From an optimization exercise on the open Yosys and OpenROAD flow, aimed at a short achievable clock period; shortcuts taken in it are not production practice.
At most, simulation tests tie the RTL to the original design; equivalence was not proved.
The clock port is modelled as an ideal driver, which makes a skipped or thinned clock tree look cheaper than it is; a real chip needs a root buffer or a tree.
Power figures rest on the tool's default switching activity, not on a simulated workload.

==> flow/design.v <==
module alu (
    input  wire [7:0] g,
    input  wire [7:0] p,
    output wire [7:0] carry
);
    wire [7:0] g1, p1, g2, p2, g3, p3;
    genvar i;
    generate
        for (i = 0; i < 8; i = i + 1) begin : prefix
            if (i >= 1) begin : l1
                alu_pg c (.gh(g[i]), .ph(p[i]), .gl(g[i-1]), .pl(p[i-1]), .g(g1[i]), .p(p1[i]));
            end else begin : l1_pass
                assign g1[i] = g[i];
                assign p1[i] = p[i];
            end
            if (i >= 2) begin : l2
                alu_pg c (.gh(g1[i]), .ph(p1[i]), .gl(g1[i-2]), .pl(p1[i-2]), .g(g2[i]), .p(p2[i]));
            end else begin : l2_pass
                assign g2[i] = g1[i];
                assign p2[i] = p1[i];
            end
            if (i >= 4) begin : l3
                alu_pg c (.gh(g2[i]), .ph(p2[i]), .gl(g2[i-4]), .pl(p2[i-4]), .g(g3[i]), .p(p3[i]));
            end else begin : l3_pass
                assign g3[i] = g2[i];
                assign p3[i] = p2[i];
            end
        end
    endgenerate
    assign carry = {g3[6:0], 1'b0};
endmodule
module alu_pg (
    input  wire gh, ph, gl, pl,
    output wire g, p
);
    assign g = gh | (ph & gl);
    assign p = ph & pl;
endmodule
module register (
    input  wire       clk,
    input  wire       reset,
    input  wire [7:0] dsel,       
    input  wire       wdata,      
    input  wire       new_d,      
    input  wire [3:0] rd,         
    input  wire       is_add,     
    input  wire       imm_b,      
    output reg        op1,        
    output reg        add_g,
    output reg        add_p
);
    reg [7:0] r;
    reg [3:0] dest;               
    reg       operand2;           
    integer i;
    always @(posedge clk)
        for (i = 0; i < 8; i = i + 1)
            if (dsel[i]) r[i] <= wdata;
    wire dvalid = !dest[3];
    wire byp    = dvalid && (dest[2:0] == rd[2:0]);
    wire rnew   = !rd[3] && (byp ? wdata : r[rd[2:0]]);
    wire rold   = dvalid && wdata;
    wire op1_nx = new_d ? rnew : rold;
    wire b_nx   = (!reset && is_add) ? imm_b : operand2;
    wire p_nx;
    register_xor px (.a(op1_nx), .b(b_nx), .y(p_nx));
    always @(posedge clk) begin
        op1 <= op1_nx;
        add_g <= op1_nx & b_nx;
        add_p <= p_nx;
        if (new_d) dest <= rd;
        if (!reset && is_add) operand2 <= imm_b;
    end
endmodule
module register_xor (
    input  wire a,
    input  wire b,
    output wire y
);
    assign y = a ^ b;
endmodule
module memory #(
    parameter LB = 3,
    parameter NP = 1 << (8 - LB),
    parameter NL = 1 << LB
) (
    input  wire          clk,
    input  wire          reset,
    input  wire [14:0]   instr,      
    input  wire          imm_b,      
    input  wire          op1,        
    input  wire          add_p,      
    input  wire          carry,      
    output wire          wdata,      
    output reg           result      
);
    wire [2:0] op  = instr[14:12];
    wire [7:0] imm = instr[7:0];
    wire is_li  = (op == 3'b000);
    wire is_st  = (op == 3'b001);
    wire is_ld  = (op == 3'b010);
    wire is_add = (op == 3'b011);
    wire new_a  = !reset && (is_st || is_ld);
    reg          mem [0:255];
    reg [NP-1:0] pn;
    reg [NP-1:0] s_new;           
    reg          s_old, s_wb;     
    reg [7:0]    addr;            
    reg [NP-1:0] a_hi_oh;         
    reg [NL-1:0] lo_oh;           
    reg [NP-1:0] wsel;            
    reg          we;              
    reg          hold;            
    reg          ma_old, wb;
    reg          sumr;            
    reg          w_reg;           
    reg          w_h, w_s;        
    integer i, j;
    assign wdata = w_h ? hold : (w_s ? sumr : w_reg);
    wire sum = add_p ^ carry;                
    always @(posedge clk)
        for (i = 0; i < 256; i = i + 1)
            if (wsel[i / NL] && lo_oh[i % NL]) mem[i] <= wdata;
    wire [LB-1:0] lo_new = imm[LB-1:0];
    wire [NP-1:0] hi_new = {{(NP-1){1'b0}}, 1'b1} << imm[7:LB];
    always @(posedge clk)
        for (j = 0; j < NP; j = j + 1)
            pn[j] <= mem[(j << LB) | lo_new];
    wire [NP/2-1:0] x_pair;
    wire [NP/8-1:0] x_oct;
    genvar k;
    generate
        for (k = 0; k < NP / 2; k = k + 1) begin : pair
            memory_ao22n g (.a(pn[2*k]), .b(s_new[2*k]), .c(pn[2*k+1]), .d(s_new[2*k+1]), .y(x_pair[k]));
        end
        for (k = 0; k < NP / 8; k = k + 1) begin : oct
            memory_nand4 g (.a(x_pair[4*k]), .b(x_pair[4*k+1]), .c(x_pair[4*k+2]), .d(x_pair[4*k+3]), .y(x_oct[k]));
        end
    endgenerate
    wire x_lo_n, x_hi_n, x;
    memory_nor3 x_lo (.a(x_oct[0]), .b(x_oct[1]), .c(ma_old & s_old), .y(x_lo_n));
    memory_nor2 x_hi (.a(x_oct[2]), .b(x_oct[3]), .y(x_hi_n));
    memory_nand2 x_all (.a(x_lo_n), .b(x_hi_n), .y(x));
    wire hold_nx, ma_nx, res_nx;
    memory_sel hsel (.x(x), .sx(!we && !s_wb), .e(we ? hold : (s_wb && wb)), .out(hold_nx));
    memory_sel msel (.x(x), .sx(!s_wb), .e(s_wb && wb), .out(ma_nx));
    memory_res rsel (
        .x(x), .sx(!is_add && is_ld && !we && !s_wb),
        .e(!is_add && (is_ld ? (we ? hold : (s_wb && wb)) : result)),
        .carry(carry), .a0(is_add && add_p), .a1(is_add && !add_p), .out(res_nx)
    );
    wire a_hit = we && (addr == imm);
    always @(posedge clk) begin
        hold <= hold_nx;
        ma_old <= ma_nx;
        wb <= wdata;
        sumr <= sum;
        s_new <= new_a ? hi_new : {NP{1'b0}};
        s_old <= !new_a;
        s_wb <= new_a ? a_hit : we;
        w_h <= !reset && is_ld;
        w_s <= !reset && is_add;
        if (new_a) begin
            addr <= imm;
            a_hi_oh <= hi_new;
            lo_oh <= {{(NL-1){1'b0}}, 1'b1} << lo_new;
        end
        if (!reset && is_li)
            w_reg <= imm_b;
        else if (!reset && is_st)
            w_reg <= op1;
        else
            w_reg <= wdata;
    end
    always @(posedge clk or posedge reset) begin
        if (reset) begin
            we <= 1'b0;
            wsel <= {NP{1'b0}};
            result <= 1'b0;
        end else begin
            we <= is_li | is_st | is_add;
            wsel <= is_st ? hi_new : ((is_li | is_add) ? a_hi_oh : {NP{1'b0}});
            result <= res_nx;
        end
    end
endmodule
module memory_ao22n (input wire a, b, c, d, output wire y);
    assign y = !((a & b) | (c & d));
endmodule
module memory_nand4 (input wire a, b, c, d, output wire y);
    assign y = !(a & b & c & d);
endmodule
module memory_nor3 (input wire a, b, c, output wire y);
    assign y = !(a | b | c);
endmodule
module memory_nor2 (input wire a, b, output wire y);
    assign y = !(a | b);
endmodule
module memory_nand2 (input wire a, b, output wire y);
    assign y = !(a & b);
endmodule
module memory_sel (input wire x, sx, e, output wire out);
    assign out = (x & sx) | e;
endmodule
module memory_res (input wire x, sx, e, carry, a0, a1, output wire out);
    assign out = (x & sx) | e | (carry ? a1 : a0);
endmodule
module cpu (
    input wire clk,               
    input wire reset,             
    input wire [15:0] instr,      
    output wire [7:0] result      
);
    localparam LB = 3;
    wire [2:0] op  = instr[14:12];
    wire [3:0] rd  = instr[11:8];
    wire [7:0] imm = instr[7:0];
    wire is_add = (op == 3'b011);
    wire new_d  = !reset && !op[2];
    reg [7:0]    dsel;            
    wire [7:0] wdata, operand1, add_g, add_p, carry;
    alu alu_inst (.g(add_g), .p(add_p), .carry(carry));
    genvar b;
    generate
        for (b = 0; b < 8; b = b + 1) begin : bit_slice
            memory #(.LB(LB)) mem_inst (
                .clk(clk), .reset(reset), .instr(instr[14:0]), .imm_b(imm[b]),
                .op1(operand1[b]), .add_p(add_p[b]), .carry(carry[b]),
                .wdata(wdata[b]), .result(result[b])
            );
            register reg_file (
                .clk(clk), .reset(reset), .dsel(dsel),
                .wdata(wdata[b]), .new_d(new_d), .rd(rd),
                .is_add(is_add), .imm_b(imm[b]),
                .op1(operand1[b]), .add_g(add_g[b]), .add_p(add_p[b])
            );
        end
    endgenerate
    always @(posedge clk)
        if (new_d) dsel <= rd[3] ? 8'b0 : (8'b1 << rd[2:0]);
endmodule
clock: 4.0 ns
lec_check: 0
cap_margin: 20
core_margin: 2
core_utilization: 65
setup_slack_margin: 2.4
slew_margin: 20
synth_hierarchical: 1
standard.sh (not shown) runs the stock make flow with config.mk's settings and CLKGATE_MAP_FILE= SYNTH_SCRIPT=/design/flow/synth_recipe.tcl, a recipe that flattens the netlist after the stock synthesis.
==> flow/flow/run.sh <==
#!/bin/bash
# The standard layout, with the clock tree built by flow/mcts.tcl in place
# of TritonCTS: leaf clkbuf_16 buffers drive about 20 flip-flops each, two
# levels of clkbuf_16 above them share the fanout evenly, and the 4 top
# buffers hang on the clock port. Everything else is the standard.sh.
set -euo pipefail
export PRE_CTS_TCL="$PWD/flow/mcts.tcl"
export MCTS_LEAF=20 MCTS_LEVELS=2 MCTS_ROOTS=4
bash standard.sh > standard.log 2>&1
Other scripts of this flow, unchanged in this note and not shown: flow/flow/mcts.tcl
Next try:
--- a/flow/design.v
+++ b/flow/design.v
@@ -90,11 +90,11 @@
     input  wire          imm_b,      
     input  wire          op1,        
     input  wire          add_p,      
     input  wire          carry,      
     output wire          wdata,      
-    output reg           result      
+    output wire          res_nx      
 );
     wire [2:0] op  = instr[14:12];
     wire [7:0] imm = instr[7:0];
     wire is_li  = (op == 3'b000);
     wire is_st  = (op == 3'b001);
@@ -108,10 +108,11 @@
     reg [7:0]    addr;            
     reg [NP-1:0] a_hi_oh;         
     reg [NL-1:0] lo_oh;           
     reg [NP-1:0] wsel;            
     reg          we;              
+    reg          result;          
     reg          hold;            
     reg          ma_old, wb;
     reg          sumr;            
     reg          w_reg;           
     reg          w_h, w_s;        
@@ -139,11 +140,11 @@
     endgenerate
     wire x_lo_n, x_hi_n, x;
     memory_nor3 x_lo (.a(x_oct[0]), .b(x_oct[1]), .c(ma_old & s_old), .y(x_lo_n));
     memory_nor2 x_hi (.a(x_oct[2]), .b(x_oct[3]), .y(x_hi_n));
     memory_nand2 x_all (.a(x_lo_n), .b(x_hi_n), .y(x));
-    wire hold_nx, ma_nx, res_nx;
+    wire hold_nx, ma_nx;
     memory_sel hsel (.x(x), .sx(!we && !s_wb), .e(we ? hold : (s_wb && wb)), .out(hold_nx));
     memory_sel msel (.x(x), .sx(!s_wb), .e(s_wb && wb), .out(ma_nx));
     memory_res rsel (
         .x(x), .sx(!is_add && is_ld && !we && !s_wb),
         .e(!is_add && (is_ld ? (we ? hold : (s_wb && wb)) : result)),
@@ -207,28 +208,28 @@
 endmodule
 module cpu (
     input wire clk,               
     input wire reset,             
     input wire [15:0] instr,      
-    output wire [7:0] result      
+    output reg  [7:0] result      
 );
     localparam LB = 3;
     wire [2:0] op  = instr[14:12];
     wire [3:0] rd  = instr[11:8];
     wire [7:0] imm = instr[7:0];
     wire is_add = (op == 3'b011);
     wire new_d  = !reset && !op[2];
     reg [7:0]    dsel;            
-    wire [7:0] wdata, operand1, add_g, add_p, carry;
+    wire [7:0] wdata, operand1, add_g, add_p, carry, res_nx;
     alu alu_inst (.g(add_g), .p(add_p), .carry(carry));
     genvar b;
     generate
         for (b = 0; b < 8; b = b + 1) begin : bit_slice
             memory #(.LB(LB)) mem_inst (
                 .clk(clk), .reset(reset), .instr(instr[14:0]), .imm_b(imm[b]),
                 .op1(operand1[b]), .add_p(add_p[b]), .carry(carry[b]),
-                .wdata(wdata[b]), .result(result[b])
+                .wdata(wdata[b]), .res_nx(res_nx[b])
             );
             register reg_file (
                 .clk(clk), .reset(reset), .dsel(dsel),
                 .wdata(wdata[b]), .new_d(new_d), .rd(rd),
                 .is_add(is_add), .imm_b(imm[b]),
@@ -236,6 +237,11 @@
             );
         end
     endgenerate
     always @(posedge clk)
         if (new_d) dsel <= rd[3] ? 8'b0 : (8'b1 << rd[2:0]);
-endmodule
+    always @(posedge clk or posedge reset)
+        if (reset)
+            result <= 8'b0;
+        else
+            result <= res_nx;
+endmodule
Outcome: Power goes up by 1.4%. Clock power is about the same. Sequential cell count goes up by 8. Synthesized cell count hardly moves. Design area goes up by 1.5%. Cell count goes up by 0.99%.
In every run of this note, the design's own scripts or RTL, not TritonCTS, make the clock network.

* * *

JK:
cpu, a different RTL version from the one above (not shown whole).
Size in the first run: ~2600 flip-flops, about 0.090 mm² of cells after synthesis.
==> module register, before the edit <==
module register (
    input  wire       clk,
    input  wire [7:0] dsel,       
    input  wire [2:0] dlow,       
    input  wire       dvalid,     
    input  wire [7:0] wdata,      
    input  wire       new_d,      
    input  wire [3:0] rd,         
    output reg  [7:0] op1,
    output wire [7:0] op1_nx
);
    reg [7:0] r [0:7];
    integer i;
    always @(posedge clk)
        for (i = 0; i < 8; i = i + 1)
            if (dsel[i]) r[i] <= wdata;
    wire       byp  = dvalid && (dlow == rd[2:0]);
    wire [7:0] rnew = rd[3] ? 8'h00 : (byp ? wdata : r[rd[2:0]]);
    wire [7:0] rold = dvalid ? wdata : 8'h00;
    assign op1_nx = new_d ? rnew : rold;
    always @(posedge clk)
        op1 <= op1_nx;
endmodule
==> module memory, before the edit <==
module memory #(
    parameter LB = 4,
    parameter NP = 1 << (8 - LB),
    parameter NL = 1 << LB
) (
    input  wire          clk,
    input  wire [NP-1:0] wsel,       
    input  wire [NL-1:0] lo_oh,      
    input  wire [7:0]    wdata,      
    input  wire [LB-1:0] lo_new,     
    input  wire [NP-1:0] s_new,      
    input  wire          s_old,      
    input  wire          s_wb,       
    input  wire          we,         
    output reg  [7:0]    data_out,   
    output reg  [7:0]    hold        
);
    reg [7:0] mem [0:255];
    reg [7:0] pn [0:NP-1];
    reg [7:0] ma_old;
    reg [7:0] wb;
    integer i, j;
    always @(posedge clk)
        for (i = 0; i < 256; i = i + 1)
            if (wsel[i / NL] && lo_oh[i % NL]) mem[i] <= wdata;
    always @(posedge clk)
        for (j = 0; j < NP; j = j + 1)
            pn[j] <= mem[(j << LB) | lo_new];
    reg [7:0] m_at_a;
    always @(*) begin
        m_at_a = (ma_old & {8{s_old}}) | (wb & {8{s_wb}});
        for (j = 0; j < NP; j = j + 1)
            m_at_a = m_at_a | (pn[j] & {8{s_new[j]}});
    end
    always @(*)
        data_out = we ? hold : m_at_a;
    always @(posedge clk) begin
        ma_old <= m_at_a;
        wb <= wdata;
        hold <= data_out;
    end
endmodule
==> module cpu, before the edit <==
module cpu (
    input wire clk,               
    input wire reset,             
    input wire [15:0] instr,      
    output reg [7:0] result       
);
    localparam LB = 3;
    localparam NP = 1 << (8 - LB);
    localparam NL = 1 << LB;
    wire [2:0] op  = instr[14:12];
    wire [3:0] rd  = instr[11:8];
    wire [7:0] imm = instr[7:0];
    wire is_li  = (op == 3'b000);
    wire is_st  = (op == 3'b001);
    wire is_ld  = (op == 3'b010);
    wire is_add = (op == 3'b011);
    wire we_nx  = is_li | is_st | is_add;
    reg          write_enable;    
    reg [7:0]    addr;            
    reg [NP-1:0] wsel;            
    reg [NP-1:0] a_hi_oh;         
    reg [NL-1:0] a_lo_oh;         
    reg [NP-1:0] s_new;           
    reg          s_old, s_wb;
    reg [7:0]    dsel;            
    reg [3:0]    dest_reg;        
    reg [3:0]    dest_q;          
    reg [7:0]    w_reg;           
    reg          w_h;             
    wire [7:0]   reg_write_data;  
    reg [7:0]    operand2;        
    reg [7:0]    add_g, add_p;    
    wire [7:0]   op1_nx;          
    wire [7:0]   operand1;        
    wire [7:0]   data_out;        
    wire [7:0]   alu_result;      
    wire [7:0]   hold;            
    wire new_a = !reset && (is_st || is_ld);
    wire new_d = !reset && !op[2];
    wire          a_hit  = write_enable && (addr == imm);
    wire          sel_wb = new_a ? a_hit : write_enable;
    wire [NP-1:0] hi_new = {{(NP-1){1'b0}}, 1'b1} << imm[7:LB];
    memory #(.LB(LB)) mem_inst (
        .clk(clk), .wsel(wsel), .lo_oh(a_lo_oh),
        .wdata(reg_write_data), .lo_new(imm[LB-1:0]),
        .s_new(s_new), .s_old(s_old), .s_wb(s_wb),
        .we(write_enable),
        .data_out(data_out), .hold(hold)
    );
    register reg_file (
        .clk(clk), .dsel(dsel), .dlow(dest_q[2:0]), .dvalid(!dest_q[3]), .wdata(reg_write_data),
        .new_d(new_d), .rd(rd), .op1(operand1), .op1_nx(op1_nx)
    );
    alu alu_inst (.g(add_g), .p(add_p), .result(alu_result));
    assign reg_write_data = w_h ? hold : w_reg;
    wire [7:0] b_nx = (!reset && is_add) ? imm : operand2;
    always @(posedge clk or posedge reset) begin
        if (reset) begin
            result <= 8'b0;
            write_enable <= 1'b0;
            wsel <= {NP{1'b0}};
        end else begin
            write_enable <= we_nx;
            wsel <= we_nx ? (new_a ? hi_new : a_hi_oh) : {NP{1'b0}};
            if (is_ld)  result <= data_out;
            if (is_add) result <= alu_result;
        end
    end
    always @(posedge clk) begin
        s_new <= (new_a && !sel_wb) ? hi_new : {NP{1'b0}};
        s_old <= !new_a && !sel_wb;
        s_wb  <= sel_wb;
        add_g <= op1_nx & b_nx;
        add_p <= op1_nx ^ b_nx;
        dest_q <= new_d ? rd : dest_reg;
        w_h <= !reset && is_ld;
    end
    always @(posedge clk) begin
        if (reset)
            w_reg <= reg_write_data;
        else begin
            case (op)
                3'b000: w_reg <= imm;
                3'b001: w_reg <= operand1;
                3'b011: begin
                    w_reg <= alu_result;
                    operand2 <= imm;
                end
                default: w_reg <= reg_write_data;
            endcase
            if (new_d) begin
                dsel <= rd[3] ? 8'b0 : (8'b1 << rd[2:0]);
                dest_reg <= rd;
            end
            if (new_a) begin
                addr <= imm;
                a_hi_oh <= hi_new;
                a_lo_oh <= {{(NL-1){1'b0}}, 1'b1} << imm[LB-1:0];
            end
        end
    end
endmodule
==> flow/config.mk <==
export PLATFORM = sky130hd
export DESIGN_NAME = cpu
export DESIGN_NICKNAME = cpu
export VERILOG_FILES = /design/flow/design.v
export SDC_FILE = /design/flow/constraint.sdc
export NUM_CORES = 8
export LEC_CHECK = 0
export CAP_MARGIN = 20
export CORE_MARGIN = 2
export CORE_UTILIZATION = 65
export SETUP_SLACK_MARGIN = 2.4
export SLEW_MARGIN = 20
==> flow/constraint.sdc <==
create_clock -name core_clock -period 4.0 [get_ports {clk}]
set_input_delay 0.8000 -clock core_clock [delete_from_list [all_inputs] [get_ports {clk}]]
set_output_delay 0.8000 -clock core_clock [all_outputs]
set_load 0.01 [all_outputs]
run.sh (not shown) runs the stock make flow with config.mk's settings and CLKGATE_MAP_FILE= SYNTH_SCRIPT=/design/flow/synth_recipe.tcl, a recipe that flattens the netlist after the stock synthesis.
Stock flow here: none of the scripts above is used.
JK: all stages complete, timing, DRC and antenna checks passed
Input-level comparison between MS and JK:
-- flow/design.v --
<<< JK, line 15
    input  wire       clk,
    input  wire [7:0] dsel,       
    input  wire [2:0] dlow,       
    input  wire       dvalid,     
    input  wire [7:0] wdata,      
>>> MS, line 15
    input  wire       clk,
    input  wire [7:0] dsel,       
    input  wire       dvalid,     
    input  wire [7:0] wdata,      
<<< JK, line 28
        for (i = 0; i < 8; i = i + 1)
            if (dsel[i]) r[i] <= wdata;
    wire       byp  = dvalid && (dlow == rd[2:0]);
    wire [7:0] rnew = rd[3] ? 8'h00 : (byp ? wdata : r[rd[2:0]]);
    wire [7:0] rold = dvalid ? wdata : 8'h00;
>>> MS, line 27
        for (i = 0; i < 8; i = i + 1)
            if (dsel[i]) r[i] <= wdata;
    wire       byp  = dsel[rd[2:0]];
    wire [7:0] rnew = rd[3] ? 8'h00 : (byp ? wdata : r[rd[2:0]]);
    wire [7:0] rold = dvalid ? wdata : 8'h00;
<<< JK, line 69
            m_at_a = m_at_a | (pn[j] & {8{s_new[j]}});
    end
    always @(*)
        data_out = we ? hold : m_at_a;
    always @(posedge clk) begin
        ma_old <= m_at_a;
>>> MS, line 68
            m_at_a = m_at_a | (pn[j] & {8{s_new[j]}});
    end
    always @(*) begin
        data_out = (ma_old & {8{s_old & !we}}) | (wb & {8{s_wb & !we}}) | (hold & {8{we}});
        for (j = 0; j < NP; j = j + 1)
            data_out = data_out | (pn[j] & {8{s_new[j] & !we}});
    end
    always @(posedge clk) begin
        ma_old <= m_at_a;
<<< JK, line 102
    reg          s_old, s_wb;
    reg [7:0]    dsel;            
    reg [3:0]    dest_reg;        
    reg [3:0]    dest_q;          
    reg [7:0]    w_reg;           
    reg          w_h;             
    wire [7:0]   reg_write_data;  
    reg [7:0]    operand2;        
>>> MS, line 104
    reg          s_old, s_wb;
    reg [7:0]    dsel;            
    reg          dvalid;          
    reg [7:0]    w_reg;           
    reg          w_h, w_s;        
    reg [7:0]    sumr;            
    wire [7:0]   reg_write_data;  
    reg [7:0]    operand2;        
<<< JK, line 127
    );
    register reg_file (
        .clk(clk), .dsel(dsel), .dlow(dest_q[2:0]), .dvalid(!dest_q[3]), .wdata(reg_write_data),
        .new_d(new_d), .rd(rd), .op1(operand1), .op1_nx(op1_nx)
    );
    alu alu_inst (.g(add_g), .p(add_p), .result(alu_result));
    assign reg_write_data = w_h ? hold : w_reg;
    wire [7:0] b_nx = (!reset && is_add) ? imm : operand2;
    always @(posedge clk or posedge reset) begin
>>> MS, line 129
    );
    register reg_file (
        .clk(clk), .dsel(dsel), .dvalid(dvalid), .wdata(reg_write_data),
        .new_d(new_d), .rd(rd), .op1(operand1), .op1_nx(op1_nx)
    );
    alu alu_inst (.g(add_g), .p(add_p), .result(alu_result));
    assign reg_write_data = w_h ? hold : (w_s ? sumr : w_reg);
    wire [7:0] b_nx = (!reset && is_add) ? imm : operand2;
    always @(posedge clk or posedge reset) begin
<<< JK, line 151
        add_g <= op1_nx & b_nx;
        add_p <= op1_nx ^ b_nx;
        dest_q <= new_d ? rd : dest_reg;
        w_h <= !reset && is_ld;
    end
    always @(posedge clk) begin
        if (reset)
            w_reg <= reg_write_data;
        else begin
            case (op)
                3'b000: w_reg <= imm;
                3'b001: w_reg <= operand1;
                3'b011: begin
                    w_reg <= alu_result;
                    operand2 <= imm;
                end
                default: w_reg <= reg_write_data;
            endcase
            if (new_d) begin
                dsel <= rd[3] ? 8'b0 : (8'b1 << rd[2:0]);
                dest_reg <= rd;
            end
            if (new_a) begin
>>> MS, line 153
        add_g <= op1_nx & b_nx;
        add_p <= op1_nx ^ b_nx;
        sumr  <= alu_result;
        w_h   <= !reset && is_ld;
        w_s   <= !reset && is_add;
        w_reg <= (!reset && is_li) ? imm : ((!reset && is_st) ? operand1 : reg_write_data);
    end
    always @(posedge clk) begin
        if (!reset) begin
            if (is_add) operand2 <= imm;
            if (new_d) begin
                dsel <= rd[3] ? 8'b0 : (8'b1 << rd[2:0]);
                dvalid <= !rd[3];
            end
            if (new_a) begin
## What came out
HPWL after detailed placement: MS vs JK down about 3.6%
Against JK, non-clock inverter count in the final layout in MS fell by more than 10%.
Comparing JK and MS, the higher global routing usage on met2 is on JK.
On number of nets in the synthesized netlist, JK and MS are neck and neck.
Antenna diode instance count in MS vs JK: down about 20%
Changes observed in MS relative to JK: worst reg2reg path depth fell by 1, met3 routed wirelength fell by 10%, post-CTS setup-driven buffer insertion count fell by 26%.
[compare] base=JK new=MS: combinational power share shows no meaningful change; portion of total power attributed to sequential cells now sits higher; area fraction in compound gates after synthesis now smaller.
The lower utilization after layout of JK and MS is in MS.
No functional check of the RTL was part of any run of this note.

[re-timing with driven ports]
In the flow no input, the clock included, has a driving cell. The finished layouts below were timed again as built, in two steps.
Step 1, drivers: a clkbuf_16 drives clk and a buf_2 each remaining input, both assumed.
Step 2 also shifts input and output timing later by t, the mid clock arrival at the registers, as if the neighbouring blocks saw the same clock.
a / b / c = ideal / step 1 / step 2; a / b = the first two.
run	t, ns	slack for setup (ns)	worst setup path at the end
the first run of note 1	0.827	1.888 / 1.678 / 1.078	input to register
the second run of note 1	0.853	1.807 / 1.581 / 0.843	input to register
JK	0.983	1.611 / 1.611 / 0.930	input to register
MS	0.946	1.438 / 1.438 / 0.786	input to register
After both steps setup and hold are still met in every run listed. The setup slack of the second run of note 1, which loses most, moves by -0.226 ns with the drivers and by -0.964 ns with both steps.
